From an optimization exercise on the open Yosys and OpenROAD flow, aimed at small area, a short achievable clock period and few clock cycles; shortcuts taken in it are not production practice. RTL that was checked went through simulation tests only; none was proved equivalent to the original.

Setup of v28:
==> flow/design.v (excerpt) <==
module processor(
  input wire clk, reset,
  input wire op,  
  input wire [7:0] in_data,
  input wire user_write_memory,
  input wire [7:0] user_address,
  output wire [7:0] out_data,  
  output wire done             
);
  reg [7:0] reg_a, reg_b, reg_c, reg_d;
  reg [7:0] pc;           
  reg [7:0] pc_start;     
  reg       running;      
  reg       g_ready;      
  reg       f_halted;     
  reg       done_r;
  reg [63:0] rb0, rb1;
  reg [7:0]  rv0, rv1;    
  reg        g_valid;
  reg        g_halt;
  reg [23:0] g_imm;       
  reg [3:0]  g_u1a, g_u1b;
  reg [1:0]  g_u1op;
  reg [3:0]  g_u2a, g_u2b;
  reg        g_u2sub, g_u2mul;
  reg [3:0]  g_u3a, g_u3b;
  reg        g_u3sub;
  reg [3:0]  g_ta, g_tb, g_tc, g_td;
  reg        g_s0v, g_s1v, g_s2v, g_s3v;
  reg [7:0]  g_s0a, g_s1a, g_s2a, g_s3a;
  reg [3:0]  g_s0t, g_s1t, g_s2t, g_s3t;
  wire [4:0] row0 = pc[7:3];
  wire [4:0] row1 = row0 + 5'd1;
  wire [4:0] row2 = row0 + 5'd2;
  wire sel1 = g_ready & ~running;       
  wire e_go = g_valid | (sel1 & op);
  wire [7:0] a_new, b_new, c_new, d_new, s0d, s1d, s2d, s3d;
  execute ex(
    .ra(reg_a), .rb(reg_b), .rc(reg_c), .rd(reg_d), .w(g_imm),
    .u1a(g_u1a), .u1b(g_u1b), .u1op(g_u1op),
    .u2a(g_u2a), .u2b(g_u2b), .u2sub(g_u2sub), .u2mul(g_u2mul),
    .u3a(g_u3a), .u3b(g_u3b), .u3sub(g_u3sub),
    .ta(g_ta), .tb(g_tb), .tc(g_tc), .td(g_td), .s0t(g_s0t), .s1t(g_s1t), .s2t(g_s2t), .s3t(g_s3t),
  ...
Size in the first run: ~2,400 flip-flops, roughly 130,000 sq um of cells after synthesis.
Settings: LEC_CHECK=0, CAP_MARGIN=20, CORE_MARGIN=2, CORE_UTILIZATION=50, CTS_CLUSTER_DIAMETER=110, CTS_CLUSTER_SIZE=26, PLACE_DENSITY=0.6, SETUP_SLACK_MARGIN=4, SLEW_MARGIN=20; clock period 12.5 ns.
standard.sh (not shown) runs the stock make flow with config.mk's settings and CLKGATE_MAP_FILE= SYNTH_SCRIPT=/design/flow/synth_recipe.tcl, a recipe that flattens the netlist after the stock synthesis.
==> flow/flow/run.sh <==
#!/bin/bash
# The standard flow's own layout (standard.sh), except for two changes to synthesis:
#  - ORFS's adder step (Yosys extract_fa and the full/half-adder cell map) is
#    skipped, so ABC maps the arithmetic as plain logic and times it whole;
#  - ABC runs flow/abc_map.script instead of ORFS's abc_speed.script: the
#    same commands, but one round of restructuring (&st &syn2 &if &synch2
#    &nf) after the first mapping instead of five, which saves area.
# Everything else, the registers included, is the standard synthesis and
# layout. Each tool's output goes to orfs_make.log and ORFS's own logs.
set -euo pipefail
here=$(pwd)
flowdir=$(cd "$(dirname "$0")" && pwd)

# ORFS's synth.tcl without the block from "Technology mapping of adders" up
# to "Technology mapping of latches", and with ABC given our script
sed -e '/^# Technology mapping of adders/,/^# Technology mapping of latches/{/^# Technology mapping of latches/!d}' \
    -e "s#^  log_cmd abc {\*}\$abc_args#  log_cmd abc {*}[lreplace \$abc_args 1 1 $flowdir/abc_map.script]#" \
  "$FLOW_HOME/scripts/synth.tcl" > "$here/synth_noadder.tcl"
grep -q '^# Technology mapping of latches' "$here/synth_noadder.tcl"
! grep -q 'extract_fa' "$here/synth_noadder.tcl"
grep -q 'abc_map.script' "$here/synth_noadder.tcl"

# The standard flow's synthesis script, sourcing that instead of ORFS's synth.tcl
sed "s#source \$::env(SCRIPTS_DIR)/synth.tcl#source $here/synth_noadder.tcl#" \
  synth_recipe.tcl > "$here/synth_recipe_noadder.tcl"
grep -q 'synth_noadder.tcl' "$here/synth_recipe_noadder.tcl"

# standard.sh with that synthesis script
sed "s#SYNTH_SCRIPT=[^ ]*#SYNTH_SCRIPT=$here/synth_recipe_noadder.tcl#" standard.sh > "$here/standard_noadder.sh"
grep -q 'synth_recipe_noadder.tcl' "$here/standard_noadder.sh"

bash "$here/standard_noadder.sh" finish > "$here/orfs_make.log" 2>&1
==> flow/flow/abc_map.script <==
&get -n
&st
&dch
&nf
&st
&syn2
&if -g -K 6
&synch2
&nf
&put
buffer -c
topo
stime -c
upsize -c
dnsize -c
Testbench counts of v28, summed over its fixed seeds: cycles 1,121.
Setup changes, v28 to v18
--- a/flow/flow/run.sh
+++ b/flow/flow/run.sh
@@ -1,11 +1,3 @@
 #!/bin/bash
-# The standard flow's own layout (standard.sh), except for two changes to synthesis:
-#  - ORFS's adder step (Yosys extract_fa and the full/half-adder cell map) is
-#    skipped, so ABC maps the arithmetic as plain logic and times it whole;
-#  - ABC runs flow/abc_map.script instead of ORFS's abc_speed.script: the
-#    same commands, but one round of restructuring (&st &syn2 &if &synch2
-#    &nf) after the first mapping instead of five, which saves area.
-# Everything else, the registers included, is the standard synthesis and
-# layout. Each tool's output goes to orfs_make.log and ORFS's own logs.
 set -euo pipefail
 here=$(pwd)
--- a/flow/flow/abc_map.script
+++ b/flow/flow/abc_map.script
@@ -2,4 +2,9 @@
 &st
 &dch
+&nf
+&st
+&syn2
+&if -g -K 6
+&synch2
 &nf
 &st
==> summary.txt <==
v18 finished all stages; the layout is clean.
Synthesized area in v18 vs v28: up about 1.3%
Re final non-filler cell area: v18 is 0.79% up on v28.
v18 vs v28: critical path depth down in v18
Across both runs, via count was higher for v18 than for v28.
Post-cts repair resize count went down by a little under 10% going from v28 to v18.
v18 against v28: non-clock buffer count shows an increase of 53; gate count of the mapped netlist went up.
The following lists how v45 was set up differently from v18:
--- a/flow/flow/run.sh
+++ b/flow/flow/run.sh
@@ -1,15 +1,16 @@
 #!/bin/bash
+# The standard flow's own layout (standard.sh), except that synthesis skips ORFS's adder
+# step (Yosys extract_fa and the full/half-adder cell map): ABC then maps the
+# arithmetic as plain logic and times it as a whole. Everything else, the
+# registers included, is the standard synthesis and layout.
 set -euo pipefail
 here=$(pwd)
-flowdir=$(cd "$(dirname "$0")" && pwd)
 
 # ORFS's synth.tcl without the block from "Technology mapping of adders" up
-# to "Technology mapping of latches", and with ABC given our script
-sed -e '/^# Technology mapping of adders/,/^# Technology mapping of latches/{/^# Technology mapping of latches/!d}' \
-    -e "s#^  log_cmd abc {\*}\$abc_args#  log_cmd abc {*}[lreplace \$abc_args 1 1 $flowdir/abc_map.script]#" \
+# to "Technology mapping of latches"
+sed '/^# Technology mapping of adders/,/^# Technology mapping of latches/{/^# Technology mapping of latches/!d}' \
   "$FLOW_HOME/scripts/synth.tcl" > "$here/synth_noadder.tcl"
 grep -q '^# Technology mapping of latches' "$here/synth_noadder.tcl"
 ! grep -q 'extract_fa' "$here/synth_noadder.tcl"
-grep -q 'abc_map.script' "$here/synth_noadder.tcl"
 
 # The standard flow's synthesis script, sourcing that instead of ORFS's synth.tcl
removed: flow/flow/abc_map.script
## What came out
v45 was carried through to the last stage, and its layout satisfied the timing, DRC and antenna checks.
Comparing v18 and v45, the lower non-clock buffer contribution to total cell area is on v18.
[compare] base=v18 new=v45: final setup slack of the worst path down 0.0044 ns, post-synthesis instance total went up by 378, complex-gate fraction of the synthesized area went up by 0.37 points.
The non-clock buffer count of v45 exceeds that of v18 by 31.
Status: share of the synthesized netlist area taken by xor and xnor gates parity (v45, v18)
Cell total after placement (v45 over v18): increase, 456

---

Another version of the RTL of processor (not shown whole).
Size in the first run: about 11000 cells after synthesis, ~2300 flip-flops, roughly 29 I/O pins.
Settings: LEC_CHECK=0, CAP_MARGIN=20, CORE_MARGIN=2, CORE_UTILIZATION=50, PLACE_DENSITY=0.6, SETUP_SLACK_MARGIN=4, SLEW_MARGIN=20; clock period 12.5 ns.
==> flow/flow/run.sh <==
#!/bin/bash
# The standard flow's own layout (standard.sh), except that synthesis skips ORFS's adder
# step (Yosys extract_fa and the full/half-adder cell map): ABC then maps the
# arithmetic as plain logic and times it as a whole. Everything else, the
# registers included, is the standard synthesis and layout.
set -euo pipefail
here=$(pwd)

# ORFS's synth.tcl without the block from "Technology mapping of adders" up
# to "Technology mapping of latches"
sed '/^# Technology mapping of adders/,/^# Technology mapping of latches/{/^# Technology mapping of latches/!d}' \
  "$FLOW_HOME/scripts/synth.tcl" > "$here/synth_noadder.tcl"
grep -q '^# Technology mapping of latches' "$here/synth_noadder.tcl"
! grep -q 'extract_fa' "$here/synth_noadder.tcl"

# The standard flow's synthesis script, sourcing that instead of ORFS's synth.tcl
sed "s#source \$::env(SCRIPTS_DIR)/synth.tcl#source $here/synth_noadder.tcl#" \
  synth_recipe.tcl > "$here/synth_recipe_noadder.tcl"
grep -q 'synth_noadder.tcl' "$here/synth_recipe_noadder.tcl"

# standard.sh with that synthesis script
sed "s#SYNTH_SCRIPT=[^ ]*#SYNTH_SCRIPT=$here/synth_recipe_noadder.tcl#" standard.sh > "$here/standard_noadder.sh"
grep -q 'synth_recipe_noadder.tcl' "$here/standard_noadder.sh"

bash "$here/standard_noadder.sh" finish > "$here/orfs_make.log" 2>&1
Edit:
--- a/flow/config.mk
+++ b/flow/config.mk
@@ -10,0 +11,2 @@
+export CTS_CLUSTER_DIAMETER = 100
+export CTS_CLUSTER_SIZE = 22
Via count decreases by 1.0%; design area decreases by 2.6%; count of clock-buffer cells in the layout decreases by 140; flip-flop and latch count stays the same; non-clock buffer count decreases by 22; critical path depth increases by 17; final cell count decreases by 1.9%.
No functional check of the RTL was part of any run of this note.

port drivers added, routing unchanged:
Ports are ideal in the flow. The routed layouts listed here were re-timed in OpenROAD. Step 1, drivers: a clkbuf_16 drives clk and a buf_2 each remaining input, both assumed. Step 2, shift: input delay + t, output delay - t, t = (earliest + latest rising clock arrival at the registers) / 2. This alone moves slack from input paths to output paths. Three values: no drivers, after step 1, after step 2; two values: the first two.
| run | t (ns) | setup WS [ns] | worst setup path at the end | worst data-port slew with drivers (ns) |
|---|---|---|---|---|
| v28 | 0.917 | 3.785 / 3.607 / 3.607 | input to output | 0.22 |
| v18 | 0.936 | 3.916 / 3.774 / 3.774 | input to output | 0.19 |
| v45 | 0.902 | 3.911 / 3.631 / 3.631 | input to output | 0.38 |
| the first run of note 2 | 0.995 | 3.818 / 3.650 / 3.650 | input to output | 0.26 |
| the second run of note 2 | 0.928 | 3.917 / 3.688 / 3.688 | input to output | 0.24 |
After both steps every run listed still meets setup and hold. For v45, which loses most, drivers alone change the setup slack by -0.280 ns; drivers and shift together by -0.280 ns.
